Source: an optimization exercise on an open RTL-to-GDS flow (aim: a short achievable clock period and few clock cycles). Production flows keep margins and buffers that such runs may drop.
In this exercise RTL edits were held to simulation tests only and were not proved equivalent to the original.
Power figures rest on the tool's default switching activity, not on a simulated workload.

<file path="design/flow/design.v">
`timescale 1ns / 1ps
module Top(clk, reset, imem_addr, imem_data, dmem_addr, dmem_wdata, dmem_we,
dmem_rdata, halted);
input clk, reset;
output [31:0] imem_addr;
input [31:0] imem_data;
output [31:0] dmem_addr, dmem_wdata;
output dmem_we;
input [31:0] dmem_rdata;
output halted;
reg [31:0] pc;
reg [31:0] pc_o;    
reg        halted_q;
reg        e_v;
reg [31:0] e_A, e_B, e_imm, e_alt;
reg        e_abs;
reg [8:0]  e_fn;           
reg        e_br, e_pred, e_wr, e_load, e_store, e_noop;
reg [1:0]  e_bc;           
reg [4:0]  e_dst;
reg        m_wr, m_load, m_store, m_redir;
reg [31:0] m_alt;
reg [4:0]  m_dst;
reg [31:0] m_res, m_addr, m_wdata;
reg [31:0] rf [0:31];
assign imem_addr  = pc_o;
assign dmem_addr  = m_addr;
assign dmem_wdata = m_wdata;
assign dmem_we    = m_store;
assign halted     = halted_q;
wire [31:0] ins = imem_data;
wire [5:0] op = ins[31:26];
wire [4:0] fa = ins[25:21];
wire [4:0] fb = ins[20:16];
wire [4:0] fc = ins[15:11];
wire [15:0] im = ins[15:0];
wire [31:0] ze = {16'h0, im};
wire f_alur = (op[5:3] == 3'b010);
wire f_alui = (op[5:3] == 3'b110);
wire f_br   = (op[5:2] == 4'b1000);
wire f_li   = (op == 6'b111001);
wire f_lui  = (op == 6'b111010);
wire f_lwi  = (op == 6'b111011);
wire f_swi  = (op == 6'b111100);
wire f_lw   = (op == 6'b111101);
wire f_sw   = (op == 6'b111110);
wire f_j    = (op == 6'b000001);
wire f_jal  = (op == 6'b000010);
wire f_noop = (op == 6'b000000);
wire f_same = (fa == fb);
wire f_pred = f_same ? ((op == 6'b100000) | (op == 6'b100011)) :
              ((op == 6'b100001) |
               (((op == 6'b100010) | (op == 6'b100011)) & im[15]));
wire f_taken = f_j | f_jal | f_pred;
wire f_sx = f_br & im[15];
wire [15:0] f_lo;
wire f_c16;
ks_add #(16) add_t(.a(pc[15:0]), .b(im), .cin(1'b1), .s(f_lo), .cout(f_c16));
wire [15:0] f_hi0 = pc[31:16];
wire [15:0] f_hip, f_him;
inc16 inc_h(.a(pc[31:16]), .y(f_hip));
dec16 dec_h(.a(pc[31:16]), .y(f_him));
wire [15:0] f_hi_c1 = f_sx ? f_hi0 : f_hip;
wire [15:0] f_hi_c0 = f_sx ? f_him : f_hi0;
wire [15:0] f_hi;
mux #(16) mx_hi(.s(f_c16), .a(f_hi_c1), .b(f_hi_c0), .y(f_hi));
wire [31:0] f_tgt = {f_hi, f_lo};
wire [31:0] f_pcp1;
inc32 inc_p(.a(pc), .y(f_pcp1));
wire selA_a = f_lui | f_swi | f_br;
wire useA = f_alur | f_alui | f_lui | f_swi | f_br | f_lw | f_sw;
wire useB = f_alur | f_br;
wire f_wr = f_alur | f_alui | f_li | f_lui | f_lwi | f_lw | f_jal;
wire [4:0] f_dst = f_jal ? 5'd31 : fa;
wire [31:0] wb = m_load ? dmem_rdata : m_res;
wire [1023:0] rf_all;
genvar gi;
generate
	for (gi = 0; gi < 32; gi = gi + 1) begin : rfa
		assign rf_all[32*gi +: 32] = rf[gi];
	end
endgenerate
wire [31:0] rfA, rfB, rfC;
rf_mux rd_a(.d(rf_all), .sel(fa), .q(rfA));
rf_mux rd_b(.d(rf_all), .sel(fb), .q(rfB));
rf_mux rd_c(.d(rf_all), .sel(fc), .q(rfC));
wire by_a = m_wr && (m_dst == fa);
wire by_b = m_wr && (m_dst == fb);
wire by_c = m_wr && (m_dst == fc);
wire byA = selA_a ? by_a : by_b;
wire byB = f_br ? by_b : by_c;
wire e_wv = e_v && e_wr;   
wire hit_a = e_wv && (e_dst == fa);
wire hit_b = e_wv && (e_dst == fb);
wire hit_c = e_wv && (e_dst == fc);
wire hitA = selA_a ? hit_a : hit_b;
wire hitB = f_br ? hit_b : hit_c;
wire stall;
load_use lu(.op(op), .fa(fa), .fb(fb), .fc(fc), .dst(e_dst), .lv(e_v && e_wr && e_load), .stall(stall));
reg [8:0] f_fn;
always @(*) begin
	f_fn = 9'b0;
	if (f_alur | f_alui)
		f_fn[op[2:0]] = 1'b1;
	else if (f_lui)
		f_fn[4] = 1'b1;
	else
		f_fn[8] = 1'b1;
end
wire sA_res = useA && hitA;
wire sA_wb = !sA_res && byA;
wire sA_ra = !sA_res && !byA && selA_a;
wire sA_rb = !sA_res && !byA && !selA_a;
wire sB_res = useB && hitB;
wire sB_wb = useB && !hitB && byB;
wire sB_rb = useB && !hitB && !byB && f_br;
wire sB_rc = useB && !hitB && !byB && !f_br;
wire sB_k = !useB;
wire [31:0] kB = f_lui ? {im, 16'h0} : f_jal ? f_pcp1 : ze;
wire [31:0] A = e_A;
wire [31:0] B = e_B;
wire [31:0] sum, dif, addr;
wire dif_c31;
ks_add #(32) add_s(.a(A), .b(B), .cin(1'b0), .s(sum), .c31(), .cout());
ks_add #(32) add_d(.a(A), .b(~B), .cin(1'b1), .s(dif), .c31(dif_c31), .cout());
ks_add #(32) add_a(.a(A), .b(e_imm), .cin(1'b0), .s(addr), .c31(), .cout());
wire eq;
eq32 cmp(.a(A), .b(B), .eq(eq));
wire d31 = A[31] ^ ~B[31] ^ dif_c31;
wire lt = (A[31] ^ B[31]) ? A[31] : d31;
wire [31:0] res_early = ({32{e_fn[0]}} & A) |
                        ({32{e_fn[1]}} & ~A) |
                        ({32{e_fn[4]}} & (A | B)) |
                        ({32{e_fn[5]}} & (A & B)) |
                        ({32{e_fn[6]}} & (A ^ B)) |
                        ({32{e_fn[8]}} & B);
wire [31:0] res = ({32{e_fn[2]}} & sum) |
                  ({32{e_fn[3]}} & dif) |
                  {31'b0, e_fn[7] & lt} |
                  res_early;
wire e_ok = e_v && !m_redir;
wire e_beq = e_br && !e_bc[1];
wire r_eq1 = m_redir || (e_ok && (e_noop || (e_beq && (e_bc[0] ? e_pred : !e_pred))));
wire r_eq0 = m_redir || (e_ok && (e_noop || (e_beq && (e_bc[0] ? !e_pred : e_pred))));
wire redir_any;
mux #(1) mx_red(.s(eq), .a(r_eq1), .b(r_eq0), .y(redir_any));
wire taken_lt = e_bc[0] ? (d31 | eq) : d31;
wire mis_lt = e_ok && e_br && e_bc[1] && (taken_lt != e_pred);
wire [31:0] e_target = m_redir ? m_alt : e_alt;
wire [31:0] o_s, o_ns, oth;
mux #(32) mx_os(.s(redir_any), .a(e_target), .b(pc), .y(o_s));
mux #(32) mx_ons(.s(redir_any), .a(e_target), .b(f_pcp1), .y(o_ns));
wire hold = stall || halted_q;
mux #(32) mx_oth(.s(hold), .a(o_s), .b(o_ns), .y(oth));
wire nored;
mux #(1) mx_go(.s(eq), .a(!r_eq1), .b(!r_eq0), .y(nored));
wire go_tgt;
and3 a_go(.a(f_taken), .b(!hold), .c(nored), .y(go_tgt));
wire [31:0] pc_next, pc_o_next;
mux #(32) mx_pc(.s(go_tgt), .a(f_tgt), .b(oth), .y(pc_next));
mux #(32) mx_pco(.s(go_tgt), .a(f_tgt), .b(oth), .y(pc_o_next));
wire [31:0] e_alt_next;
mux #(32) mx_alt(.s(!f_noop && !f_pred), .a(f_tgt), .b(f_noop ? pc : f_pcp1), .y(e_alt_next));
wire [31:0] e_A_next, e_B_next;
opsel sel_a(.s({1'b0, sA_rb, sA_ra, sA_wb, sA_res}), .d0(res), .d1(wb), .d2(rfA), .d3(rfB), .d4(32'b0), .y(e_A_next));
opsel sel_b(.s({sB_k, sB_rc, sB_rb, sB_wb, sB_res}), .d0(res), .d1(wb), .d2(rfB), .d3(rfC), .d4(kB), .y(e_B_next));
always @(posedge clk or posedge reset) begin
	if (reset) begin
		pc <= 32'd0;
		pc_o <= 32'd0;
		halted_q <= 1'b0;
		e_v <= 1'b0;
		m_wr <= 1'b0;
		m_store <= 1'b0;
		m_load <= 1'b0;
		m_redir <= 1'b0;
	end else begin
		pc <= pc_next;    
		pc_o <= pc_o_next;
		if (e_ok && e_noop)
			halted_q <= 1'b1;
		e_v <= !stall && !redir_any && !halted_q;
		m_wr <= e_ok && e_wr;
		m_store <= e_ok && e_store;
		m_load <= e_ok && e_load;
		m_redir <= mis_lt;
	end
end
always @(posedge clk) begin
	e_A <= e_A_next;
	e_B <= e_B_next;
	e_abs <= f_lwi | f_swi;
	e_imm <= ze;
	e_fn <= f_fn;
	e_br <= f_br;
	e_bc <= op[1:0];
	e_pred <= f_pred;
	e_wr <= f_wr;
	e_load <= f_lw | f_lwi;
	e_store <= f_sw | f_swi;
	e_noop <= f_noop;
	e_dst <= f_dst;
	e_alt <= e_alt_next;
	m_dst <= e_dst;
	m_alt <= e_alt;
	m_res <= res;
	m_addr <= e_abs ? e_imm : addr;    
	m_wdata <= A;
	if (m_wr)
		rf[m_dst] <= wb;
end
endmodule
module ks_add(a, b, cin, s, c31, cout);
parameter W = 32;
input [W-1:0] a, b;
input cin;
output [W-1:0] s;
output c31, cout;
wire [W-1:0] p0, g0, g1, p1, g2, p2, g3, p3, g4, p4, g5, p5;
ks_pg #(W) pg(.a(a), .b(b), .cin(cin), .p(p0), .g(g0));
ks_lvl #(W, 1, 0) l1(.gi(g0), .pi(p0), .go(g1), .po(p1));    
ks_lvl #(W, 2, 1) l2(.gi(g1), .pi(p1), .go(g2), .po(p2));    
ks_lvl #(W, 4, 0) l3(.gi(g2), .pi(p2), .go(g3), .po(p3));    
ks_lvl #(W, 8, 1) l4(.gi(g3), .pi(p3), .go(g4), .po(p4));    
wire [W-1:0] gc;    
generate
	if (W > 16) begin : top
		ks_lvl #(W, 16, 0) l5(.gi(g4), .pi(p4), .go(g5), .po(p5));    
		ks_sum #(W, 1) sm(.p(p0), .c({g5[W-2:0], ~cin}), .s(s));
		assign gc = ~g5;
	end else begin : notop
		ks_sum #(W, 0) sm(.p(p0), .c({g4[W-2:0], cin}), .s(s));
		assign gc = g4;
	end
endgenerate
assign c31 = gc[W-2];
assign cout = gc[W-1];
endmodule
module ks_pg(a, b, cin, p, g);
parameter W = 32;
input [W-1:0] a, b;
input cin;
output [W-1:0] p, g;
assign p = a ^ b;
assign g = (a & b) | {{(W-1){1'b0}}, (a[0] ^ b[0]) & cin};
endmodule
module ks_lvl(gi, pi, go, po);
parameter W = 32;
parameter D = 1;
parameter NEG = 0;
input [W-1:0] gi, pi;
output [W-1:0] go, po;
generate
	if (NEG == 0) begin : t
		wire [W-1:0] gj = {gi[W-1-D:0], {D{1'b0}}};
		wire [W-1:0] pj = {pi[W-1-D:0], {D{1'b1}}};
		assign go = ~(gi | (pi & gj));
		assign po = ~(pi & pj);
	end else begin : n
		wire [W-1:0] gj = {gi[W-1-D:0], {D{1'b1}}};
		wire [W-1:0] pj = {pi[W-1-D:0], {D{1'b0}}};
		assign go = ~(gi & (pi | gj));
		assign po = ~(pi | pj);
	end
endgenerate
endmodule
module ks_sum(p, c, s);
parameter W = 32;
parameter NEG = 0;
input [W-1:0] p, c;
output [W-1:0] s;
generate
	if (NEG == 0) begin : t
		assign s = p ^ c;
	end else begin : n
		assign s = ~(p ^ c);
	end
endgenerate
endmodule
module inc32(a, y);
input [31:0] a;
output [31:0] y;
assign y = a + 32'd1;
endmodule
module inc16(a, y);
input [15:0] a;
output [15:0] y;
assign y = a + 16'd1;
endmodule
module dec16(a, y);
input [15:0] a;
output [15:0] y;
assign y = a - 16'd1;
endmodule
module eq32(a, b, eq);
input [31:0] a, b;
output eq;
assign eq = (a == b);
endmodule
module rf_mux(d, sel, q);
input [1023:0] d;
input [4:0] sel;
output [31:0] q;
assign q = d[32*sel +: 32];
endmodule
module mux(s, a, b, y);
parameter W = 32;
input s;
input [W-1:0] a, b;
output [W-1:0] y;
assign y = s ? a : b;
endmodule
module load_use(op, fa, fb, fc, dst, lv, stall);
input [5:0] op;
input [4:0] fa, fb, fc, dst;
input lv;
output stall;
wire alur = (op[5:3] == 3'b010);
wire alui = (op[5:3] == 3'b110);
wire br   = (op[5:2] == 4'b1000);
wire lui  = (op == 6'b111010);
wire swi  = (op == 6'b111100);
wire lw   = (op == 6'b111101);
wire sw   = (op == 6'b111110);
wire use_a = lui | swi | br;
wire use_b = alur | alui | lw | sw | br;
wire use_c = alur;
assign stall = lv & ((use_a & (fa == dst)) | (use_b & (fb == dst)) | (use_c & (fc == dst)));
endmodule
module opsel(s, d0, d1, d2, d3, d4, y);
input [4:0] s;
input [31:0] d0, d1, d2, d3, d4;
output [31:0] y;
assign y = ({32{s[0]}} & d0) | ({32{s[1]}} & d1) | ({32{s[2]}} & d2) |
           ({32{s[3]}} & d3) | ({32{s[4]}} & d4);
endmodule
module and3(a, b, c, y);
input a, b, c;
output y;
assign y = a & b & c;
endmodule
</file>
<file path="design/flow/flow/run.sh">
#!/bin/bash
set -euo pipefail
cd "$(dirname "$0")/.."
bash standard.sh SETUP_SLACK_MARGIN=5.8 finish > standard_make.log 2>&1
</file>
<file path="design/flow/standard.sh">
#!/bin/bash
# synth_recipe.tcl (not shown) runs the flow's synth.tcl, then flattens the netlist and writes it again
# the make line also repeats each setting of config.mk as NAME=value (left out here)
make -C /OpenROAD-flow-scripts/flow DESIGN_CONFIG=/design/flow/config.mk WORK_HOME=/design/flow/orfs CLKGATE_MAP_FILE= SYNTH_SCRIPT=/design/flow/synth_recipe.tcl "${@:-finish}"
</file>
<file path="design/flow/config.mk">
export PLATFORM = sky130hd
export DESIGN_NAME = Top
export DESIGN_NICKNAME = Top
export VERILOG_FILES = /design/flow/design.v
export SDC_FILE = /design/flow/constraint.sdc
export NUM_CORES = 4
export LEC_CHECK = 0
export CAP_MARGIN = 20
export CORE_MARGIN = 2
export CORE_UTILIZATION = 45
export PLACE_DENSITY = 0.65
export SETUP_SLACK_MARGIN = 5
export SLEW_MARGIN = 20
export SYNTH_HIERARCHICAL = 1
</file>
<file path="design/flow/constraint.sdc">
create_clock -name core_clock -period 8.5 [get_ports {clk}]
set_input_delay 1.7000 -clock core_clock [delete_from_list [all_inputs] [get_ports {clk}]]
set_output_delay 1.7000 -clock core_clock [all_outputs]
set_load 0.01 [all_outputs]
</file>
==> results.txt <==
## cell type report
| cell class | instances | share of cell area |
|---|---|---|
| inverters | 199 | 0.00737 |
| clock buffers | 198 | 0.0392 |
| well taps | 2480 | 0.0284 |
| multi-input cells | 5455 | 0.438 |
| flip-flops and latches | 1362 | 0.349 |
| repair buffers | 953 | 0.130 |
| diodes | 36 | 0.000826 |
| clock inverters | 79 | 0.00753 |
## layer usage
layer,global-route usage,up-vias
li1,-,29700
met1,0.483,37000
met2,0.569,7311
met3,0.195,2487
met4,0.340,26
met5,0.0207,-
## final timing paths
| check | start | endpoint | slack, ns |
|---|---|---|---|
| max reg2reg | e_B[12]$_DFF_P_ | pc[8]$_DFF_PP0_ | 5.29 |
| min reg2reg | e_alt[12]$_DFF_P_ | m_alt[12]$_DFF_P_ | 0.33 |
| max | e_B[12]$_DFF_P_ | pc[8]$_DFF_PP0_ | 5.29 |
| min in group asynchronous | reset | pc_o[19]$_DFF_PP0_ | 1.54 |
| min | e_alt[12]$_DFF_P_ | m_alt[12]$_DFF_P_ | 0.33 |
| max in group asynchronous | reset | m_load$_DFF_PP0_ | 6.22 |
## power breakdown
group	internal [W]	switching, W	leakage, nW	total (W)
sequential	0.00783	0.000577	12.5	0.00840
clock	0.00388	0.00301	2.51	0.00689
combinational	0.00366	0.00438	29.1	0.00805
total	0.0154	0.00797	44.1	0.0233
## stage by stage
step                hold WS (ns)  worst slack (ns)  total power [W]  instance area (sq um)   util
CTS                        0.344              5.33           0.0225                 107000  0.575
finish                     0.332              5.29           0.0233                 109000  0.588
global placement           0.328              2.85           0.0143                  87900  0.474
floorplan                  0.327              5.05           0.0124                  85200      -
detailed placement         0.334              2.78           0.0144                  87900  0.474
global route               0.349              5.27           0.0238                 109000  0.588
## state kept, by name, indices dropped and copies added, names as in the netlist, 9 cells and up
| name | flops |
|---|---|
| e_A | 32 |
| rf | 1024 |
| m_addr | 32 |
| pc_o | 32 |
| m_alt | 32 |
| m_wdata | 32 |
| e_B | 32 |
| pc | 32 |
| e_alt | 32 |
| e_fn | 9 |
| m_res | 32 |
| e_imm | 16 |
## timing repair
| item | CTS | global route |
|---|---|---|
| gates resized for setup | 1781 | 276 |
| pin swaps | 355 | 253 |
| setup buffers | 401 | 94 |
| hold buffers | 0 | 0 |
| gates cloned | 171 | 7 |
| endpoints found under the setup margin | 773 | 602 |
==> flow_metrics.py <==
metrics = {
    "status": {
        "status": "finished clean",
    },
    "floorplan": {
        "die-area_sq_um": 190000,
        "rows": 158,
        "initial_core_util": 0.453,
        "die_y_microns": 436,
        "coreArea_sq_um": 185000,
        "die-width_microns": 436,
        "ios": 164,
    },
    "clocking": {
        "numCtsBuffers": 149,
        "clock_latency_ns": 0.87,
        "cts_sinks": 1362,
        "root_buffer": "clkbuf_16",
        "clk_pin_slew_ns": 0.07,
        "clockBufferDepth": 3,
        "htreeDepth": 4,
        "cts_tree": "done",
    },
    "setup_path": {
        "crit_cells": 11,
        "path_buf_inv": 3,
        "critPathRequiredTime_ns": 9.23,
        "crit_fanout": 7,
        "critical_path_class": "flip-flop to flip-flop",
        "start_kind": "flip-flop",
        "path_cells": "xor2_2 -> nor4_4 -> nand4_1 -> nor2_4 -> buf_12 -> mux2_4 -> buf_12 -> buf_16 -> mux2_4 -> mux2_4 -> mux2_4",
        "cp.arrival_ns": 3.94,
        "rr_worst_depth": 11,
        "end_kind": "flip-flop",
        "critPathTopFamily": "multiplexers",
        "critical-path-max-stage-delay_ns": 0.43,
        "slowest_stage": "mux2_4",
        "worst_path_most_repeated_cell": "mux2_4",
    },
    "timing": {
        "rsz0062_at_grt": "true",
        "tns_ns": 0,
        "fin_crit_sh": 0.377,
        "fin_skew_ns": 0.0564,
        "setup_viol": 0,
        "slew_headroom": 0.164,
        "fmax_mhz": 312,
        "maxSlewViolCount": 0,
        "hold_viol": 0,
        "worstMarginPinSlew_ns": 1.25,
        "timing.final.crit_period_ns": 3.21,
    },
    "routing": {
        "wire_per_inst_microns": 38.4,
        "vias": 76500,
        "wl_met2_mm": 164,
        "drtAntennaViolNets": 0,
        "wl_met3_mm": 66.4,
        "via_per_inst": 7.11,
        "drc": 0,
        "drt_pass1_iterations": 15,
        "drtIter0Drc": 14500,
        "top_layer_used": "met5",
        "wirelength_mm": 413,
        "wl_met1_mm": 139,
    },
    "place": {
        "io_buffers": 163,
        "hpwl_mm": 197,
        "place_congestion": 0.949,
        "place_inst": 9776,
    },
    "layout": {
        "finish.cell_count_without_fillers": 10800,
        "final_cell_mix": "1,548 x mux2i_1, 1,024 x edfxtp_1, 572 x nand2_1",
        "drive_gt1_frac": 0.296,
        "nets": 8370,
        "multi_input_area_sq_um": 47700,
        "area_delta_synth_final_pct": 29.9,
        "final_common_cell": "mux2i_1",
        "regArea_sq_um": 38100,
        "fillerInstances": 14300,
    },
    "yosys": {
        "synth_cells": 7441,
        "syn_avg_cell_area_sq_um": 11.3,
        "syn_area_sq_um": 84000,
        "yosysWarningCount": 7,
    },
    "power_and_ir_drop": {
        "p_leak_nw": 44.1,
        "ir_worst_vdd_uv": 241,
        "p_per_area_nw_per_um2": 214,
    },
    "global_routing": {
        "grt_pass1_wl_mm": 557,
        "grt_pass1_vias": 72300,
        "grt_overflow": 0,
        "grt_use_total": 0.413,
        "antenna_found_initial": 27,
        "grt_max_degree": 71,
    },
    "run": {
        "cap_violations": 0,
    },
    "hold_path": {
        "holdPathStages": 0,
        "hold_path_class": "flip-flop to flip-flop",
    },
}
Testbench counts, summed over its fixed seeds: cycles 25,441.

-- re-timing with driven ports --
No port has a modelled driver above. Below, the same layout with a new extraction and two added sets of constraints. Step 1 assumes that a clkbuf_16 drives the clock port and a buf_2 every other input. Step 2, shift: input delay + t, output delay - t, t = (earliest + latest rising clock arrival at the registers) / 2. This alone moves slack from input paths to output paths. Three values: ideal ports, drivers, drivers and shift; two values: the first two.
t (ns): 0.932
setup slack, ns: 5.295 / 5.207 / 4.274
latest minus earliest clock arrival (ns): 0.059 / 0.059
slew at the worst register clock pin (ns): 0.08 / 0.08
worst data-port slew with drivers (ns): 0.33
After both steps setup and hold are still met in this run. The setup slack of this run moves by -0.088 ns with the drivers and by -1.021 ns with both steps.
